Source: an optimization exercise on an open RTL-to-GDS flow (aim: small area, a short achievable clock period and few clock cycles per item). Production flows keep margins and buffers that such runs may drop.
RTL that was checked went through simulation tests only; none was proved equivalent to the original.
Power and IR drop assume default switching activity.

==> module divider, before the edit <==
module divider #(
    parameter WIDTH = 32
)(
    input  logic                   clk,
    input  logic                   rst_n,
    input  logic                   start,
    input  logic [WIDTH-1:0]       dividend,
    input  logic [WIDTH-1:0]       divisor,
    output logic [WIDTH-1:0]       quotient,
    output logic [WIDTH-1:0]       remainder,
    output logic                   done
);
    logic        busy;
    logic [3:0]  cnt;           
    logic [31:0] rem_reg;       
    logic [31:0] quo_reg;       
    logic [31:0] dsr_reg;       
    logic [15:0] pair;
    logic [3:0]  mpos;
    always_comb begin
        for (int i = 0; i < 16; i++)
            pair[i] = divisor[2*i+1] | divisor[2*i];
        mpos[3] = |pair[15:8];
        mpos[2] = mpos[3] ? |pair[15:12] : |pair[7:4];
        mpos[1] = mpos[3] ? (mpos[2] ? |pair[15:14] : |pair[11:10])
                          : (mpos[2] ? |pair[7:6]   : |pair[3:2]);
        mpos[0] = mpos[3] ? (mpos[2] ? (mpos[1] ? pair[15] : pair[13]) : (mpos[1] ? pair[11] : pair[9]))
                          : (mpos[2] ? (mpos[1] ? pair[7]  : pair[5])  : (mpos[1] ? pair[3]  : pair[1]));
    end
    logic [31:0] dsr_init;
    assign dsr_init = divisor << {~mpos, 1'b0};
    logic [34:0] r, d1, d2, d3;
    assign r  = {3'b0, rem_reg};
    assign d1 = r - {3'b0, dsr_reg};
    assign d2 = r - {2'b0, dsr_reg, 1'b0};
    logic [34:0] nd, n2d, s3, cy3;
    assign nd  = ~{3'b0, dsr_reg};
    assign n2d = ~{2'b0, dsr_reg, 1'b0};
    assign s3  = r ^ nd ^ n2d;
    assign cy3 = (r & nd) | (r & n2d) | (nd & n2d);
    assign d3  = s3 - ~{cy3[33:0], 1'b1};
    logic        ge1, ge2, ge3;
    logic [1:0]  qd;
    logic [31:0] rnext;
    assign ge1 = ~d1[34];
    assign ge2 = ~d2[34];
    assign ge3 = ~d3[34];
    assign qd  = {ge2, ge3 | (ge1 & ~ge2)};
    assign rnext = ({32{ge3}}        & d3[31:0])
                 | ({32{ge2 & ~ge3}} & d2[31:0])
                 | ({32{ge1 & ~ge2}} & d1[31:0])
                 | ({32{~ge1}}       & rem_reg);
    always_ff @(posedge clk or negedge rst_n) begin
        if (!rst_n) begin
            busy <= 1'b0;
            done <= 1'b0;
        end else begin
            done <= busy && cnt == 4'd0;
            if (start)
                busy <= 1'b1;
            else if (cnt == 4'd0)
                busy <= 1'b0;
        end
    end
    always_ff @(posedge clk) begin
        if (start)
            quo_reg <= 32'd0;
        else if (busy)
            quo_reg <= {quo_reg[29:0], qd};
    end
    always_ff @(posedge clk) begin
        if (start) begin
            rem_reg <= dividend;
            dsr_reg <= dsr_init;
        end else begin
            rem_reg <= rnext;
            dsr_reg <= (busy && cnt != 4'd0) ? {2'b00, dsr_reg[31:2]} : 32'd0;
        end
    end
    always_ff @(posedge clk) begin
        if (start)
            cnt <= ~mpos;
        else
            cnt <= cnt - 4'd1;
    end
    assign quotient  = quo_reg;
    assign remainder = rem_reg;
endmodule
clock: 5.0 ns
lec_check: 0
cap_margin: 20
core_margin: 2
core_utilization: 40
setup_slack_margin: 1
slew_margin: 20
standard.sh (not shown) runs the stock make flow with config.mk's settings and CLKGATE_MAP_FILE= SYNTH_SCRIPT=/design/flow/synth_recipe.tcl, a recipe that flattens the netlist after the stock synthesis.
==> flow/flow/run.sh <==
#!/bin/bash
# The standard layout, with each port buffered by a sky130 buf_1 instead of
# the buffer buffer_ports picks by default.
set -euo pipefail
export BUFFER_PORTS_ARGS="-buffer_cell sky130_fd_sc_hd__buf_1"
bash standard.sh > standard.log 2>&1
Testbench counts at the start, summed over its fixed seeds: cycles 12,769, items 1,280.
Then changed:
--- a/flow/design.v
+++ b/flow/design.v
@@ -25,12 +25,20 @@
         mpos[1] = mpos[3] ? (mpos[2] ? |pair[15:14] : |pair[11:10])
                           : (mpos[2] ? |pair[7:6]   : |pair[3:2]);
         mpos[0] = mpos[3] ? (mpos[2] ? (mpos[1] ? pair[15] : pair[13]) : (mpos[1] ? pair[11] : pair[9]))
                           : (mpos[2] ? (mpos[1] ? pair[7]  : pair[5])  : (mpos[1] ? pair[3]  : pair[1]));
     end
+    logic       hi, zq, dz;
+    logic [3:0] sh;
+    assign hi = |dividend[31:16];
+    assign zq = ~hi & mpos[3];
+    assign sh = {hi & ~mpos[3], ~mpos[2:0]};
+    assign dz = ~|divisor;
     logic [31:0] dsr_init;
-    assign dsr_init = divisor << {~mpos, 1'b0};
+    logic [3:0]  cnt_init;
+    assign dsr_init = divisor << {sh, 1'b0};
+    assign cnt_init = dz ? 4'd15 : (zq ? 4'd0 : sh);
     logic [34:0] r, d1, d2, d3;
     assign r  = {3'b0, rem_reg};
     assign d1 = r - {3'b0, dsr_reg};
     assign d2 = r - {2'b0, dsr_reg, 1'b0};
     logic [34:0] nd, n2d, s3, cy3;
@@ -77,11 +85,11 @@
             dsr_reg <= (busy && cnt != 4'd0) ? {2'b00, dsr_reg[31:2]} : 32'd0;
         end
     end
     always_ff @(posedge clk) begin
         if (start)
-            cnt <= ~mpos;
+            cnt <= cnt_init;
         else
             cnt <= cnt - 4'd1;
     end
     assign quotient  = quo_reg;
     assign remainder = rem_reg;
Outcome:
- The changed run finished with timing, DRC and antenna clean
- clock skew is about the same
- area after synthesis came out lower by a few percent
- maximum frequency came out higher slightly
- clock-buffer cell count does not change
- worst hold slack is about the same
- power came out higher by a few percent
- die area came out lower by a few percent
- first-iteration DRC count came out lower by about a fifth
- non-clock buffer count came out higher by 16
- combinational power came out higher by a few percent
- synthesized cell count came out lower by a few percent
- via count came out lower by a few percent
- final area hardly moves
- cell count came out lower by a few percent
Testbench counts after the change, summed over its fixed seeds: cycles 12,204, items 1,280.


Setup of try-indigo:
divider, a different RTL version from the one above (not shown whole).
Size: ~1200 cells after synthesis, about 100 flip-flops, about 130 I/O pins, about 0.011 mm² of cells after synthesis.
==> module divider, before the edit <==
module divider #(
    parameter WIDTH = 32
)(
    input  logic                   clk,
    input  logic                   rst_n,
    input  logic                   start,
    input  logic [WIDTH-1:0]       dividend,
    input  logic [WIDTH-1:0]       divisor,
    output logic [WIDTH-1:0]       quotient,
    output logic [WIDTH-1:0]       remainder,
    output logic                   done
);
    logic        busy;
    logic [3:0]  cnt;           
    logic [31:0] rem_reg;       
    logic [31:0] dq_reg;        
    logic [31:0] dsr_reg;       
    logic [4:0] msb;
    always_comb begin
        msb = 5'd0;
        for (int i = 1; i < 32; i++)
            if (divisor[i]) msb = i[4:0];
    end
    logic [4:0]  skip;
    assign skip = {msb[4:2], 2'b00};
    logic [63:0] pre;
    assign pre = {32'd0, dividend} << skip;
    logic [33:0] w;
    logic [34:0] d1, d2, d3;
    assign w  = {rem_reg, dq_reg[31:30]};
    assign d1 = {1'b0, w} - {3'b0, dsr_reg};
    assign d2 = {1'b0, w} - {2'b0, dsr_reg, 1'b0};
    logic [34:0] a3, nd, n2d, s3, cy3;
    assign a3  = {1'b0, w};
    assign nd  = ~{3'b0, dsr_reg};
    assign n2d = ~{2'b0, dsr_reg, 1'b0};
    assign s3  = a3 ^ nd ^ n2d;
    assign cy3 = (a3 & nd) | (a3 & n2d) | (nd & n2d);
    assign d3  = s3 - ~{cy3[33:0], 1'b1};
    logic [1:0]  qd;
    logic [31:0] rnext;
    always_comb begin
        if (!d3[34])      begin qd = 2'd3; rnext = d3[31:0]; end
        else if (!d2[34]) begin qd = 2'd2; rnext = d2[31:0]; end
        else if (!d1[34]) begin qd = 2'd1; rnext = d1[31:0]; end
        else              begin qd = 2'd0; rnext = w[31:0];  end
    end
    always_ff @(posedge clk or negedge rst_n) begin
        if (!rst_n) begin
            busy <= 1'b0;
            done <= 1'b0;
        end else begin
            done <= busy && cnt == 4'd0;
            if (start)
                busy <= 1'b1;
            else if (cnt == 4'd0)
                busy <= 1'b0;
        end
    end
    always_ff @(posedge clk) begin
        if (start) begin
            rem_reg  <= pre[63:32];
            dq_reg   <= pre[31:0];
            dsr_reg  <= divisor;
            cnt      <= {~msb[4:2], 1'b1};
        end else if (busy) begin
            cnt     <= cnt - 4'd1;
            dq_reg  <= {dq_reg[29:0], qd};
            rem_reg <= rnext;
        end
    end
    assign quotient  = dq_reg;
    assign remainder = rem_reg;
endmodule
export LEC_CHECK = 0
export CAP_MARGIN = 20
export CORE_MARGIN = 2
export CORE_UTILIZATION = 40
export SETUP_SLACK_MARGIN = 1
export SLEW_MARGIN = 20
create_clock -name core_clock -period 5.0 [get_ports {clk}]
Scripts as last shown in full above: flow/flow/run.sh
try-indigo completed every stage of the flow, and the final layout passed the timing, design-rule and antenna checks.
Testbench counts of try-indigo, summed over its fixed seeds: cycles 13,384, items 1,280.
Changes in try-raven relative to try-indigo:
-- flow/design.v --
<<< try-indigo, line 23
    end
    logic [4:0]  skip;
    assign skip = {msb[4:2], 2'b00};
    logic [63:0] pre;
    assign pre = {32'd0, dividend} << skip;
>>> try-raven, line 23
    end
    logic [4:0]  skip;
    assign skip = {msb[4:1], 1'b0};
    logic [63:0] pre;
    assign pre = {32'd0, dividend} << skip;
<<< try-indigo, line 63
            dq_reg   <= pre[31:0];
            dsr_reg  <= divisor;
            cnt      <= {~msb[4:2], 1'b1};
        end else if (busy) begin
            cnt     <= cnt - 4'd1;
>>> try-raven, line 63
            dq_reg   <= pre[31:0];
            dsr_reg  <= divisor;
            cnt      <= ~msb[4:1];
        end else if (busy) begin
            cnt     <= cnt - 4'd1;
### Flow results
The higher portion of the layout cell area used by clock cells came out of try-indigo.
Going from try-indigo to try-raven, minimum setup slack among reg-to-reg paths went down; final setup violation count did not really move; largest driver fanout on the critical path went down; half-perimeter wire length after placement went up; multi-input combinational cell area went up.
The fraction of power consumed by combinational cells reported for try-raven is greater than that of try-indigo by 1.1 points.
When the final numbers for try-indigo and try-raven were put side by side, the final cell count turned out to be smaller in try-indigo.
No functional check of the RTL was part of try-raven.


Another version of the RTL of divider (not shown whole).
Size: ~1300 cells after synthesis, ~100 flip-flops, ~130 I/O pins.
==> module divider, before the edit <==
module divider #(
    parameter WIDTH = 32
)(
    input  logic                   clk,
    input  logic                   rst_n,
    input  logic                   start,
    input  logic [WIDTH-1:0]       dividend,
    input  logic [WIDTH-1:0]       divisor,
    output logic [WIDTH-1:0]       quotient,
    output logic [WIDTH-1:0]       remainder,
    output logic                   done
);
    logic        busy;
    logic [3:0]  cnt;           
    logic [31:0] rem_reg;       
    logic [31:0] quo_reg;       
    logic [31:0] dsr_reg;       
    logic [15:0] pair;
    logic [3:0]  mpos;
    always_comb begin
        for (int i = 0; i < 16; i++)
            pair[i] = divisor[2*i+1] | divisor[2*i];
        mpos[3] = |pair[15:8];
        mpos[2] = mpos[3] ? |pair[15:12] : |pair[7:4];
        mpos[1] = mpos[3] ? (mpos[2] ? |pair[15:14] : |pair[11:10])
                          : (mpos[2] ? |pair[7:6]   : |pair[3:2]);
        mpos[0] = mpos[3] ? (mpos[2] ? (mpos[1] ? pair[15] : pair[13]) : (mpos[1] ? pair[11] : pair[9]))
                          : (mpos[2] ? (mpos[1] ? pair[7]  : pair[5])  : (mpos[1] ? pair[3]  : pair[1]));
    end
    logic [3:0] byte_nz;
    logic [1:0] na, sh_hi;
    logic       zq, dz;
    logic [3:0] sh;
    always_comb begin
        for (int i = 0; i < 4; i++)
            byte_nz[i] = |dividend[8*i +: 8];
        na[1] = |byte_nz[3:2];
        na[0] = byte_nz[3] | (~byte_nz[2] & byte_nz[1]);
        case ({na, mpos[3:2]})
            4'b00_00: {zq, sh_hi} = 3'b0_00;
            4'b00_01: {zq, sh_hi} = 3'b1_10;
            4'b00_10: {zq, sh_hi} = 3'b1_01;
            4'b00_11: {zq, sh_hi} = 3'b1_00;
            4'b01_00: {zq, sh_hi} = 3'b0_01;
            4'b01_01: {zq, sh_hi} = 3'b0_00;
            4'b01_10: {zq, sh_hi} = 3'b1_01;
            4'b01_11: {zq, sh_hi} = 3'b1_00;
            4'b10_00: {zq, sh_hi} = 3'b0_10;
            4'b10_01: {zq, sh_hi} = 3'b0_01;
            4'b10_10: {zq, sh_hi} = 3'b0_00;
            4'b10_11: {zq, sh_hi} = 3'b1_00;
            4'b11_00: {zq, sh_hi} = 3'b0_11;
            4'b11_01: {zq, sh_hi} = 3'b0_10;
            4'b11_10: {zq, sh_hi} = 3'b0_01;
            default:  {zq, sh_hi} = 3'b0_00;
        endcase
        sh    = {sh_hi, ~mpos[1:0]};
    end
    assign dz = ~|divisor;
    logic [31:0] dsr_init;
    logic [3:0]  cnt_init;
    assign dsr_init = divisor << {sh, 1'b0};
    assign cnt_init = dz ? 4'd15 : (zq ? 4'd0 : sh);
    logic [34:0] r, d1, d2, d3;
    assign r  = {3'b0, rem_reg};
    assign d1 = r - {3'b0, dsr_reg};
    assign d2 = r - {2'b0, dsr_reg, 1'b0};
    logic [34:0] nd, n2d, s3, cy3;
    assign nd  = ~{3'b0, dsr_reg};
    assign n2d = ~{2'b0, dsr_reg, 1'b0};
    assign s3  = r ^ nd ^ n2d;
    assign cy3 = (r & nd) | (r & n2d) | (nd & n2d);
    assign d3  = s3 - ~{cy3[33:0], 1'b1};
    logic        ge1, ge2, ge3;
    logic [1:0]  qd;
    logic [31:0] rnext;
    assign ge1 = ~d1[34];
    assign ge2 = ~d2[34];
    assign ge3 = ~d3[34];
    assign qd  = {ge2, ge3 | (ge1 & ~ge2)};
    assign rnext = ({32{ge3}}        & d3[31:0])
                 | ({32{ge2 & ~ge3}} & d2[31:0])
                 | ({32{ge1 & ~ge2}} & d1[31:0])
                 | ({32{~ge1}}       & rem_reg);
    always_ff @(posedge clk or negedge rst_n) begin
        if (!rst_n) begin
            busy <= 1'b0;
            done <= 1'b0;
        end else begin
            done <= busy && cnt == 4'd0;
            if (start)
                busy <= 1'b1;
            else if (cnt == 4'd0)
                busy <= 1'b0;
        end
    end
    always_ff @(posedge clk) begin
        if (start)
            quo_reg <= 32'd0;
        else if (busy)
            quo_reg <= {quo_reg[29:0], qd};
    end
    always_ff @(posedge clk) begin
        if (start) begin
            rem_reg <= dividend;
            dsr_reg <= dsr_init;
        end else begin
            rem_reg <= rnext;
            dsr_reg <= (busy && cnt != 4'd0) ? {2'b00, dsr_reg[31:2]} : 32'd0;
        end
    end
    always_ff @(posedge clk) begin
        if (start)
            cnt <= cnt_init;
        else
            cnt <= cnt - 4'd1;
    end
    assign quotient  = quo_reg;
    assign remainder = rem_reg;
endmodule
==> flow/config.mk <==
export PLATFORM = sky130hd
export DESIGN_NAME = divider
export DESIGN_NICKNAME = divider
export VERILOG_FILES = /design/flow/design.v
export SDC_FILE = /design/flow/constraint.sdc
export NUM_CORES = 4
export LEC_CHECK = 0
export CAP_MARGIN = 20
export CORE_MARGIN = 2
export CORE_UTILIZATION = 40
export SETUP_SLACK_MARGIN = 1
export SLEW_MARGIN = 20
==> flow/constraint.sdc <==
create_clock -name core_clock -period 5.0 [get_ports {clk}]
set_input_delay 1.0000 -clock core_clock [delete_from_list [all_inputs] [get_ports {clk}]]
set_output_delay 1.0000 -clock core_clock [all_outputs]
set_load 0.01 [all_outputs]
Scripts as last shown in full above: flow/flow/run.sh
Edit:
==> flow/design.v (replaced) <==
module divider #(
    parameter WIDTH = 32
)(
    input  logic                   clk,
    input  logic                   rst_n,
    input  logic                   start,
    input  logic [WIDTH-1:0]       dividend,
    input  logic [WIDTH-1:0]       divisor,
    output logic [WIDTH-1:0]       quotient,
    output logic [WIDTH-1:0]       remainder,
    output logic                   done
);
    logic        busy;
    logic [3:0]  cnt;           
    logic [31:0] rem_reg;       
    logic [31:0] quo_reg;       
    logic [31:0] dsr_reg;       
    logic [15:0] pair;
    logic [3:0]  mpos;
    always_comb begin
        for (int i = 0; i < 16; i++)
            pair[i] = divisor[2*i+1] | divisor[2*i];
        mpos[3] = |pair[15:8];
        mpos[2] = mpos[3] ? |pair[15:12] : |pair[7:4];
        mpos[1] = mpos[3] ? (mpos[2] ? |pair[15:14] : |pair[11:10])
                          : (mpos[2] ? |pair[7:6]   : |pair[3:2]);
        mpos[0] = mpos[3] ? (mpos[2] ? (mpos[1] ? pair[15] : pair[13]) : (mpos[1] ? pair[11] : pair[9]))
                          : (mpos[2] ? (mpos[1] ? pair[7]  : pair[5])  : (mpos[1] ? pair[3]  : pair[1]));
    end
    logic [31:0] dsr_init;
    assign dsr_init = divisor << {~mpos, 1'b0};
    logic [34:0] r, d1, d2, d3;
    assign r  = {3'b0, rem_reg};
    assign d1 = r - {3'b0, dsr_reg};
    assign d2 = r - {2'b0, dsr_reg, 1'b0};
    logic [34:0] nd, n2d, s3, cy3;
    assign nd  = ~{3'b0, dsr_reg};
    assign n2d = ~{2'b0, dsr_reg, 1'b0};
    assign s3  = r ^ nd ^ n2d;
    assign cy3 = (r & nd) | (r & n2d) | (nd & n2d);
    assign d3  = s3 - ~{cy3[33:0], 1'b1};
    logic        ge1, ge2, ge3;
    logic [1:0]  qd;
    logic [31:0] rnext;
    assign ge1 = ~d1[34];
    assign ge2 = ~d2[34];
    assign ge3 = ~d3[34];
    assign qd  = {ge2, ge3 | (ge1 & ~ge2)};
    assign rnext = ({32{ge3}}        & d3[31:0])
                 | ({32{ge2 & ~ge3}} & d2[31:0])
                 | ({32{ge1 & ~ge2}} & d1[31:0])
                 | ({32{~ge1}}       & rem_reg);
    always_ff @(posedge clk or negedge rst_n) begin
        if (!rst_n) begin
            busy <= 1'b0;
            done <= 1'b0;
        end else begin
            done <= busy && cnt == 4'd0;
            if (start)
                busy <= 1'b1;
            else if (cnt == 4'd0)
                busy <= 1'b0;
        end
    end
    always_ff @(posedge clk) begin
        if (start) begin
            rem_reg <= dividend;
            quo_reg <= 32'd0;
        end else if (busy) begin
            rem_reg <= rnext;
            quo_reg <= {quo_reg[29:0], qd};
        end
    end
    always_ff @(posedge clk) begin
        if (start) begin
            dsr_reg <= dsr_init;
            cnt     <= ~mpos;
        end else begin
            dsr_reg <= {2'b00, dsr_reg[31:2]};
            cnt     <= cnt - 4'd1;
        end
    end
    assign quotient  = quo_reg;
    assign remainder = rem_reg;
endmodule
Clock power is higher by a few percent.
Worst setup slack gets better by 0.12 ns.
Synthesized area grows by a few percent.
Register-to-register slack improved by 0.03 ns.
Non-clock buffer count went up by 8.
Maximum frequency is higher by a few percent.
Die area rises by a few percent.
Testbench counts after the change, summed over its fixed seeds: cycles 12,769, items 1,280.
No functional check of the RTL was part of the first run of this note.

what the ideal ports hide:
The results above use ideal ports. As a check the final layouts listed here were re-extracted and re-timed, cells and wires unchanged. Step 1, drivers: a clkbuf_16 drives clk and a buf_2 each remaining input, both assumed. Step 2 moves the port delays by t, midway between the first and last clock arrival at a register: inputs arrive t later, outputs are due t later. That takes back most of the time a late clock gives input paths. a / b / c = no drivers / after step 1 / after step 2; a / b = the first two.
| run | t (ns) | setup WS [ns] | latest minus earliest clock arrival (ns) |
|---|---|---|---|
| the first run of note 1 | 0.407 | 1.131 / 1.131 / 0.811 | 0.015 / 0.015 |
| the second run of note 1 | 0.414 | 1.145 / 1.145 / 0.766 | 0.013 / 0.013 |
| try-indigo | 0.416 | 1.096 / 1.096 / 0.969 | 0.014 / 0.013 |
| try-raven | 0.414 | 1.012 / 1.012 / 0.676 | 0.011 / 0.011 |
| the first run of note 3 | 0.415 | 0.989 / 1.018 / 0.603 | 0.014 / 0.014 |
| the second run of note 3 | 0.409 | 1.104 / 1.104 / 0.863 | 0.014 / 0.014 |
After both steps setup and hold are still met in every run listed. For the first run of note 3, which loses most, drivers alone change the setup slack by +0.029 ns; drivers and shift together by -0.386 ns.
